This design comes from an exercise in tuning for small area on the open sky130 flow, not from production work.
The RTL was checked by simulation tests, not by an equivalence proof against the original design.
The flow treats the clock pin as an ideal source, which a real chip does not have.
Power is estimated from default activity; no workload was simulated.

## garnet
==> flow/design.v <==
module ServoController(clk_i, rst_i, PWM, sclk, miso, mosi, c_en);
input clk_i;
input rst_i;	 
output wire [7:0] PWM;
input sclk, mosi, c_en;
output wire miso;
reg [2:0] SCKr;
reg [2:0] SSELr;
reg [1:0] MOSIr;
always @(posedge clk_i)
	if (rst_i) begin
		SCKr <= 3'b000;
		SSELr <= 3'b000;
	end else begin
		SCKr <= {SCKr[1:0], sclk};
		SSELr <= {SSELr[1:0], c_en};
	end
always @(posedge clk_i) MOSIr <= {MOSIr[0], mosi};
wire sck_rise = (SCKr[2:1] == 2'b01);
wire sck_fall = (SCKr[2:1] == 2'b10);
wire ssel_active = ~SSELr[1];
wire ssel_start = (SSELr[2:1] == 2'b10);
reg [2:0] bitcnt;
always @(posedge clk_i)
	if (rst_i) bitcnt <= 3'b000;
	else if (~ssel_active) bitcnt <= 3'b000;
	else if (sck_rise) bitcnt <= bitcnt + 3'b001;
reg [7:0] rx;
always @(posedge clk_i)
	if (ssel_active && sck_rise) rx <= {rx[6:0], MOSIr[1]};
reg br;		 
reg br_d1;	 
reg par;	 
always @(posedge clk_i) begin
	br <= ~rst_i & ssel_active & sck_rise & (bitcnt == 3'b111);
	br_d1 <= br;
	par <= ~rst_i & (par ^ br);
end
wire wr_ev = par & (br | br_d1);
reg pinv;		 
reg [2:0] paddr;	 
always @(posedge clk_i)
	if (rst_i) begin
		pinv <= 1'b0;
		paddr <= 3'b000;
	end else if (wr_ev) begin
		pinv <= |rx[7:3];
		paddr <= rx[2:0];
	end
wire [7:0] wdata = rx & {8{~rst_i}};
reg [7:0] sd [0:7];	 
reg [7:0] pos [0:7];	 
reg z;
reg nfirst;	 
reg [3:0] p;
reg [7:0] sn;
reg [8:0] k;
wire term = (k == 9'h04d);
wire wrap = term & (sn == 8'h00);				 
wire load = ~z & (p == 4'h0) & (sn == 8'h48) & (k == 9'h07f);	 
wire [3:0] sl = ~sn[3:0];
wire longstep = (sl == 4'd15) | (sl == 4'd2) | (sl == 4'd4) |
		(sl == 4'd6) | (sl == 4'd9) | (sl == 4'd11) |
		(sl == 4'd13);
always @(posedge clk_i) begin
	z <= rst_i | load;
	nfirst <= ~rst_i & (nfirst | load);
	if (rst_i) p <= 4'h0;
	else if (z | wrap) p <= {p[2:0], ~(p[3] ^ p[2])};
	if (z) begin
		sn <= 8'h91;	 
		k <= 9'h16f;
	end else if (term) begin
		sn <= sn - 8'd1;
		k <= longstep ? 9'h1f7 : 9'h1ef;
	end else
		k <= {k[7:0], ~(k[8] ^ k[1])};
end
wire phase_b = (p == 4'h3);
wire pwm_all = (p == 4'h1) | (phase_b & (sn == 8'hff));
wire pwm_cmp = phase_b & nfirst;
function ge8(input [7:0] a, input [7:0] bn);
	integer j;
	reg c;
	begin
		c = 1'b1;
		for (j = 0; j < 8; j = j + 1)
			c = (a[j] & bn[j]) | ((a[j] | bn[j]) & c);
		ge8 = c;
	end
endfunction
genvar i;
generate
for (i = 0; i < 8; i = i + 1) begin : ch
	always @(posedge clk_i) begin
		if (rst_i | (wr_ev & ~pinv & (paddr == i))) sd[i] <= wdata;
		if (load) pos[i] <= sd[i];
	end
	assign PWM[i] = pwm_all | (pwm_cmp & ge8(pos[i], sn));
end
endgenerate
reg [7:0] q;
always @(posedge clk_i)
	if (rst_i) q <= 8'hff;
	else if (ssel_start) q <= q + 8'h1;
reg sv;
always @(posedge clk_i)
	if (rst_i) sv <= 1'b0;
	else if (ssel_start) sv <= 1'b1;
	else if (ssel_active & sck_fall & (bitcnt == 3'b000)) sv <= 1'b0;
reg rs;
always @(posedge clk_i) rs <= ~rst_i & (sck_rise | (rs & ~ssel_start));
wire [2:0] idx = ~bitcnt + {2'b00, SCKr[2] & rs};
wire miso_now = sv & q[idx];
reg miso_prev;
always @(posedge clk_i) miso_prev <= miso;
assign miso = SSELr[2] ? miso_prev : miso_now;
endmodule
==> flow/config.mk <==
export PLATFORM = sky130hd
export DESIGN_NAME = ServoController
export DESIGN_NICKNAME = ServoController
export VERILOG_FILES = /design/flow/design.v
export SDC_FILE = /design/flow/constraint.sdc
export NUM_CORES = 4
export LEC_CHECK = 0
export CAP_MARGIN = 20
export CORE_MARGIN = 2
export CORE_UTILIZATION = 70
export SLEW_MARGIN = 20
==> flow/constraint.sdc <==
create_clock -name core_clock -period 10.0 [get_ports {clk_i}]
set_input_delay 2.0000 -clock core_clock [delete_from_list [all_inputs] [get_ports {clk_i}]]
set_output_delay 2.0000 -clock core_clock [all_outputs]
set_load 0.01 [all_outputs]
standard.sh (not shown) runs the stock make flow with config.mk's settings and CLKGATE_MAP_FILE= SYNTH_SCRIPT=/design/flow/synth_recipe.tcl, a recipe that flattens the netlist after the stock synthesis.
==> flow/flow/run.sh <==
#!/bin/bash
# Layout flow: the standard synthesis, then an area-oriented re-mapping of
# its combinational logic (registers untouched), then the standard ORFS flow
# with small port buffers and a clock tree without dummy loads, whose
# buffers are downsized after CTS where the clock-pin slew allows.
set -u
HERE=$(pwd)
R=$HERE/orfs/results/$FLOW_PLATFORM/ServoController/base
P=$FLOW_HOME/platforms/$FLOW_PLATFORM
LIB=$P/lib/sky130_fd_sc_hd__tt_025C_1v80.lib
ARGS=('BUFFER_PORTS_ARGS=-buffer_cell sky130_fd_sc_hd__buf_1'
      'CTS_ARGS=-sink_clustering_enable -repair_clock_nets -dont_use_dummy_load -buf_list {sky130_fd_sc_hd__clkbuf_8}')

bash standard.sh synth > synth.log 2>&1 || { echo "standard synthesis failed"; exit 1; }
cp $R/1_2_yosys.v standard_1_2_yosys.v

python3 flow/mkmap.py $LIB combmap.v > mkmap.log 2>&1
export LIB MAP=$HERE/combmap.v TOP=$FLOW_TOP IN_V=$HERE/standard_1_2_yosys.v OUT_V=$HERE/resyn.v ABC_SCRIPT=$HERE/flow/resyn.abc
export DONT_USE="$(sed -n '/DONT_USE_CELLS/,/^#/p' $P/config.mk | grep -o 'sky130_fd_sc_hd__[a-z0-9_]*' | tr '\n' ' ')"
if yosys -c flow/resyn.tcl > resyn.log 2>&1 && [ -s resyn.v ]; then
  cp resyn.v $R/1_2_yosys.v
  rm -f $R/1_synth.odb
else
  echo "re-mapping failed; keeping the standard netlist"
fi

bash standard.sh "${ARGS[@]}" cts > flow_to_cts.log 2>&1 || { echo "flow up to CTS failed"; exit 1; }

cp $R/4_cts.odb 4_cts_before_downsize.odb
if ODB=$R/4_cts.odb SDC=$R/4_cts.sdc TLEF=$P/lef/sky130_fd_sc_hd.tlef LEF=$P/lef/sky130_fd_sc_hd_merged.lef \
   RC=$P/setRC.tcl SMALL="sky130_fd_sc_hd__clkbuf_4" LIMIT_NS=0.110 \
   openroad -no_init -exit flow/downsize_clk.tcl > downsize_clk.log 2>&1; then
  touch $R/4_cts.odb
else
  echo "clock buffer downsizing failed; keeping the CTS result"
  cp 4_cts_before_downsize.odb $R/4_cts.odb
fi
rm -f 4_cts_before_downsize.odb

bash standard.sh "${ARGS[@]}" finish > flow.log 2>&1
==> flow/flow/downsize_clk.tcl <==
# Replace clock-tree buffers by a smaller size where the flip-flop clock-pin
# slew stays below a limit (placement parasitics), then write the database back.
# env: ODB SDC LIB TLEF LEF RC SMALL LIMIT_NS
read_lef $::env(TLEF)
read_lef $::env(LEF)
read_liberty $::env(LIB)
read_db $::env(ODB)
read_sdc $::env(SDC)
source $::env(RC)
set_propagated_clock [all_clocks]
estimate_parasitics -placement
proc worst_clk_slew {} {
  set w 0
  foreach pin [get_pins -hierarchical */CLK] {
    set s [get_property $pin slew_max]
    if {$s > $w} {set w $s}
  }
  return $w
}
set limit $::env(LIMIT_NS)
puts "start worst clock-pin slew [worst_clk_slew]"
set bufs {}
foreach inst [get_cells *] {
  set m [get_property $inst ref_name]
  if {[string match sky130_fd_sc_hd__clkbuf_* $m]} { lappend bufs [list [get_property $inst full_name] $m] }
}
set n 0
foreach b $bufs {
  lassign $b name master
  foreach small $::env(SMALL) {
    if {$small eq $master} break
    replace_cell [get_cells $name] $small
    estimate_parasitics -placement
    if {[worst_clk_slew] > $limit} {
      replace_cell [get_cells $name] $master
      estimate_parasitics -placement
    } else { incr n; break }
  }
}
puts "downsized $n of [llength $bufs] clock buffers; worst clock-pin slew [worst_clk_slew]"
report_worst_slack -min
report_worst_slack -max
write_db $::env(ODB)
==> flow/flow/resyn.abc <==
strash
dch -f
amap
topo
==> flow/flow/resyn.tcl <==
# Re-map the combinational logic of the standard synthesis netlist for area.
# Flip-flops are kept as they are (same instances, names and cell types).
# env: IN_V OUT_V LIB MAP TOP ABC_SCRIPT DONT_USE
yosys read_liberty -lib -ignore_miss_dir $::env(LIB)
yosys read_verilog -defer $::env(IN_V)
yosys hierarchy -top $::env(TOP)
yosys tee -o $::env(OUT_V).before.stat stat -liberty $::env(LIB)
yosys read_verilog -lib $::env(MAP)
yosys techmap -map $::env(MAP)
yosys techmap
yosys opt -purge
set du {}
foreach c $::env(DONT_USE) { lappend du -dont_use $c }
yosys abc -liberty $::env(LIB) {*}$du -script $::env(ABC_SCRIPT)
yosys opt_clean -purge
yosys splitnets
yosys opt_clean -purge
yosys hilomap -singleton -hicell sky130_fd_sc_hd__conb_1 HI -locell sky130_fd_sc_hd__conb_1 LO
yosys insbuf -buf sky130_fd_sc_hd__buf_4 A X
yosys check -assert
yosys tee -o $::env(OUT_V).stat stat -liberty $::env(LIB)
yosys write_verilog -noattr -nohex -nodec $::env(OUT_V)
Other scripts of this flow, unchanged in this note and not shown: flow/flow/mkmap.py
Edits applied to the flow inputs when going from garnet to indigo:
Settings: a change of CORE_UTILIZATION from 70 to 80.
-- flow/flow/run.sh --
<<< garnet, line 16

python3 flow/mkmap.py $LIB combmap.v > mkmap.log 2>&1
export LIB MAP=$HERE/combmap.v TOP=$FLOW_TOP IN_V=$HERE/standard_1_2_yosys.v OUT_V=$HERE/resyn.v ABC_SCRIPT=$HERE/flow/resyn.abc
export DONT_USE="$(sed -n '/DONT_USE_CELLS/,/^#/p' $P/config.mk | grep -o 'sky130_fd_sc_hd__[a-z0-9_]*' | tr '\n' ' ')"
if yosys -c flow/resyn.tcl > resyn.log 2>&1 && [ -s resyn.v ]; then
  cp resyn.v $R/1_2_yosys.v
  rm -f $R/1_synth.odb
>>> indigo, line 16

python3 flow/mkmap.py $LIB combmap.v > mkmap.log 2>&1
export LIB MAP=$HERE/combmap.v TOP=$FLOW_TOP IN_V=$HERE/standard_1_2_yosys.v
export DONT_USE="$(sed -n '/DONT_USE_CELLS/,/^#/p' $P/config.mk | grep -o 'sky130_fd_sc_hd__[a-z0-9_]*' | tr '\n' ' ')"
# Re-map with each ABC script of flow/resyn_scripts.txt (4 at a time) and
# keep the netlist with the smallest cell area.
mkdir -p resyn
n=0
while IFS= read -r line; do
  [ -z "$line" ] && continue
  n=$((n+1))
  echo "$line" | tr ';' '\n' > resyn/s$n.abc
  ( ABC_SCRIPT=$HERE/resyn/s$n.abc OUT_V=$HERE/resyn/r$n.v timeout 600 yosys -c flow/resyn.tcl > resyn/r$n.log 2>&1 ) &
  if (( n % 4 == 0 )); then wait; fi
done < flow/resyn_scripts.txt
wait
best=""; best_area=""
for i in $(seq 1 $n); do
  if [ -s resyn/r$i.v ] && [ -s resyn/r$i.v.stat ]; then
    a=$(grep "Chip area" resyn/r$i.v.stat | awk '{print $NF}')
    echo "script $i: $a" >> resyn/summary.log
    if [ -z "$best" ] || awk -v a=$a -v b=$best_area 'BEGIN{exit !(a<b)}'; then best=$i; best_area=$a; fi
  fi
done
if [ -n "$best" ]; then
  echo "chosen script $best ($best_area)" >> resyn/summary.log
  cp resyn/r$best.v resyn.v
  cp resyn.v $R/1_2_yosys.v
  rm -f $R/1_synth.odb
<<< garnet, line 29
cp $R/4_cts.odb 4_cts_before_downsize.odb
if ODB=$R/4_cts.odb SDC=$R/4_cts.sdc TLEF=$P/lef/sky130_fd_sc_hd.tlef LEF=$P/lef/sky130_fd_sc_hd_merged.lef \
   RC=$P/setRC.tcl SMALL="sky130_fd_sc_hd__clkbuf_4" LIMIT_NS=0.110 \
   openroad -no_init -exit flow/downsize_clk.tcl > downsize_clk.log 2>&1; then
  touch $R/4_cts.odb
>>> indigo, line 51
cp $R/4_cts.odb 4_cts_before_downsize.odb
if ODB=$R/4_cts.odb SDC=$R/4_cts.sdc TLEF=$P/lef/sky130_fd_sc_hd.tlef LEF=$P/lef/sky130_fd_sc_hd_merged.lef \
   RC=$P/setRC.tcl SMALL="sky130_fd_sc_hd__clkbuf_4" LIMIT_NS=0.112 \
   openroad -no_init -exit flow/downsize_clk.tcl > downsize_clk.log 2>&1; then
  touch $R/4_cts.odb
==> flow/flow/resyn_scripts.txt (new file) <==
strash;dch -f;amap;topo
strash;dc2;dch -f;amap;topo
&get -n;&st;&deepsyn -I 10 -J 50 -S 7;&put;amap;topo
&get -n;&st;&deepsyn -I 10 -J 50 -S 1;&put;amap;topo
&get -n;&st;&deepsyn -I 10 -J 50 -S 2;&put;dch -f;amap;topo
&get -n;&st;&deepsyn -I 3 -J 20;&put;amap;topo
strash;dch -f;map -a;topo
&get -n;&st;&dch -f;&nf -R 1000 -p;&put
removed: flow/flow/resyn.abc
Findings:
Taking garnet as the reference, in indigo leakage power lost about 1.6%; net count of the mapped netlist decreased 2; synthesized cell count saw a decrease.
Area of the placeable core, indigo and garnet, higher one = garnet.
indigo — largest driver fanout on the critical path 4 lower, garnet as reference
Going from garnet to indigo, average size of a mapped cell -about 0.9%, maximum cell stage delay along the critical path went down by 0.10 ns.
The following lists how harbor was set up differently from indigo:
-- flow/flow/run.sh --
<<< indigo, line 16

python3 flow/mkmap.py $LIB combmap.v > mkmap.log 2>&1
export LIB MAP=$HERE/combmap.v TOP=$FLOW_TOP IN_V=$HERE/standard_1_2_yosys.v
export DONT_USE="$(sed -n '/DONT_USE_CELLS/,/^#/p' $P/config.mk | grep -o 'sky130_fd_sc_hd__[a-z0-9_]*' | tr '\n' ' ')"
# Re-map with each ABC script of flow/resyn_scripts.txt (4 at a time) and
# keep the netlist with the smallest cell area.
mkdir -p resyn
n=0
while IFS= read -r line; do
  [ -z "$line" ] && continue
  n=$((n+1))
  echo "$line" | tr ';' '\n' > resyn/s$n.abc
  ( ABC_SCRIPT=$HERE/resyn/s$n.abc OUT_V=$HERE/resyn/r$n.v timeout 600 yosys -c flow/resyn.tcl > resyn/r$n.log 2>&1 ) &
  if (( n % 4 == 0 )); then wait; fi
done < flow/resyn_scripts.txt
wait
best=""; best_area=""
for i in $(seq 1 $n); do
  if [ -s resyn/r$i.v ] && [ -s resyn/r$i.v.stat ]; then
    a=$(grep "Chip area" resyn/r$i.v.stat | awk '{print $NF}')
    echo "script $i: $a" >> resyn/summary.log
    if [ -z "$best" ] || awk -v a=$a -v b=$best_area 'BEGIN{exit !(a<b)}'; then best=$i; best_area=$a; fi
  fi
done
if [ -n "$best" ]; then
  echo "chosen script $best ($best_area)" >> resyn/summary.log
  cp resyn/r$best.v resyn.v
  cp resyn.v $R/1_2_yosys.v
  rm -f $R/1_synth.odb
>>> harbor, line 16

python3 flow/mkmap.py $LIB combmap.v > mkmap.log 2>&1
export LIB MAP=$HERE/combmap.v TOP=$FLOW_TOP IN_V=$HERE/standard_1_2_yosys.v OUT_V=$HERE/resyn.v ABC_SCRIPT=$HERE/flow/resyn.abc
export DONT_USE="$(sed -n '/DONT_USE_CELLS/,/^#/p' $P/config.mk | grep -o 'sky130_fd_sc_hd__[a-z0-9_]*' | tr '\n' ' ')"
if yosys -c flow/resyn.tcl > resyn.log 2>&1 && [ -s resyn.v ]; then
  cp resyn.v $R/1_2_yosys.v
  rm -f $R/1_synth.odb
==> flow/flow/resyn.abc (new file) <==
strash
dch -f
amap
topo
removed: flow/flow/resyn_scripts.txt
==> comparison <==
harbor finished every step from synthesis to the final layout, and the layout passed the timing, DRC and antenna checks.
Between indigo and harbor, the total power does not differ in any meaningful way.
Comparing harbor and indigo, the higher synthesized cell count is on harbor.
harbor vs. indigo: routed wire length went up by about 16%.
Summary of harbor over indigo: total of fill cells in the finished design decreased by 33 relative to the old numbers, cell internal power dissipation closely matched the old numbers.
### harbor -> juniper
Settings: a change of CORE_UTILIZATION from 80 to 70.
-- flow/flow/run.sh --
<<< harbor, line 16

python3 flow/mkmap.py $LIB combmap.v > mkmap.log 2>&1
export LIB MAP=$HERE/combmap.v TOP=$FLOW_TOP IN_V=$HERE/standard_1_2_yosys.v OUT_V=$HERE/resyn.v ABC_SCRIPT=$HERE/flow/resyn.abc
export DONT_USE="$(sed -n '/DONT_USE_CELLS/,/^#/p' $P/config.mk | grep -o 'sky130_fd_sc_hd__[a-z0-9_]*' | tr '\n' ' ')"
if yosys -c flow/resyn.tcl > resyn.log 2>&1 && [ -s resyn.v ]; then
  cp resyn.v $R/1_2_yosys.v
  rm -f $R/1_synth.odb
>>> juniper, line 16

python3 flow/mkmap.py $LIB combmap.v > mkmap.log 2>&1
export LIB MAP=$HERE/combmap.v TOP=$FLOW_TOP IN_V=$HERE/standard_1_2_yosys.v
export DONT_USE="$(sed -n '/DONT_USE_CELLS/,/^#/p' $P/config.mk | grep -o 'sky130_fd_sc_hd__[a-z0-9_]*' | tr '\n' ' ')"
# Re-map with each ABC script of flow/resyn_scripts.txt (4 at a time) and
# keep the netlist with the smallest cell area.
mkdir -p resyn
n=0
while IFS= read -r line; do
  [ -z "$line" ] && continue
  n=$((n+1))
  echo "$line" | tr ';' '\n' > resyn/s$n.abc
  ( ABC_SCRIPT=$HERE/resyn/s$n.abc OUT_V=$HERE/resyn/r$n.v timeout 600 yosys -c flow/resyn.tcl > resyn/r$n.log 2>&1 ) &
  if (( n % 4 == 0 )); then wait; fi
done < flow/resyn_scripts.txt
wait
best=""; best_area=""
for i in $(seq 1 $n); do
  if [ -s resyn/r$i.v ] && [ -s resyn/r$i.v.stat ]; then
    a=$(grep "Chip area" resyn/r$i.v.stat | awk '{print $NF}')
    echo "script $i: $a" >> resyn/summary.log
    if [ -z "$best" ] || awk -v a=$a -v b=$best_area 'BEGIN{exit !(a<b)}'; then best=$i; best_area=$a; fi
  fi
done
if [ -n "$best" ]; then
  echo "chosen script $best ($best_area)" >> resyn/summary.log
  cp resyn/r$best.v resyn.v
  cp resyn.v $R/1_2_yosys.v
  rm -f $R/1_synth.odb
<<< harbor, line 29
cp $R/4_cts.odb 4_cts_before_downsize.odb
if ODB=$R/4_cts.odb SDC=$R/4_cts.sdc TLEF=$P/lef/sky130_fd_sc_hd.tlef LEF=$P/lef/sky130_fd_sc_hd_merged.lef \
   RC=$P/setRC.tcl SMALL="sky130_fd_sc_hd__clkbuf_4" LIMIT_NS=0.112 \
   openroad -no_init -exit flow/downsize_clk.tcl > downsize_clk.log 2>&1; then
  touch $R/4_cts.odb
>>> juniper, line 51
cp $R/4_cts.odb 4_cts_before_downsize.odb
if ODB=$R/4_cts.odb SDC=$R/4_cts.sdc TLEF=$P/lef/sky130_fd_sc_hd.tlef LEF=$P/lef/sky130_fd_sc_hd_merged.lef \
   RC=$P/setRC.tcl SMALL="sky130_fd_sc_hd__clkbuf_4" LIMIT_NS=0.110 \
   openroad -no_init -exit flow/downsize_clk.tcl > downsize_clk.log 2>&1; then
  touch $R/4_cts.odb
==> flow/flow/resyn_scripts.txt (new file) <==
strash;dch -f;amap;topo
strash;dc2;dch -f;amap;topo
&get -n;&st;&deepsyn -I 10 -J 50 -S 7;&put;amap;topo
&get -n;&st;&deepsyn -I 10 -J 50 -S 1;&put;amap;topo
&get -n;&st;&deepsyn -I 10 -J 50 -S 2;&put;dch -f;amap;topo
&get -n;&st;&deepsyn -I 3 -J 20;&put;amap;topo
strash;dch -f;map -a;topo
&get -n;&st;&dch -f;&nf -R 1000 -p;&put
removed: flow/flow/resyn.abc
### Flow results
Comparing harbor and juniper, the lower part of the cycle the worst path needs is on juniper. harbor vs juniper, destination of the critical timing path: PWM[1] vs PWM[0]. Diff harbor and juniper: placer congestion estimate higher in harbor. From harbor to juniper the numbers moved as follows: total die area went up; number of global-route vias before repair went down; combinational fraction of design power went down. Lower global-route usage among harbor and juniper: juniper. Post-synth net total: higher on harbor. Overall die width, juniper vs harbor: up by a few percent. Diff harbor -> juniper: synthesized cell count went down 2; number of max-cap violations held.

==> afterwards: timing with drivers on the ports <==
The results above use ideal ports. As a check the final layouts listed here were re-extracted and re-timed, cells and wires unchanged.
Step 1 assumes that a clkbuf_16 drives the clock port and a buf_2 every other input.
Step 2 also shifts input and output timing later by t, the mid clock arrival at the registers, as if the neighbouring blocks saw the same clock.
a / b / c = ideal / step 1 / step 2; a / b = the first two.
| run | t, ns | setup slack, ns | worst register clock-pin slew, ns |
|---|---|---|---|
| garnet | 0.595 | 5.020 / 4.986 / 5.581 | 0.11 / 0.11 |
| indigo | 0.590 | 4.992 / 4.962 / 5.552 | 0.11 / 0.11 |
| harbor | 0.579 | 4.697 / 4.662 / 5.241 | 0.10 / 0.10 |
| juniper | 0.568 | 5.139 / 5.107 / 5.674 | 0.11 / 0.11 |
After both steps every run listed still meets setup and hold.
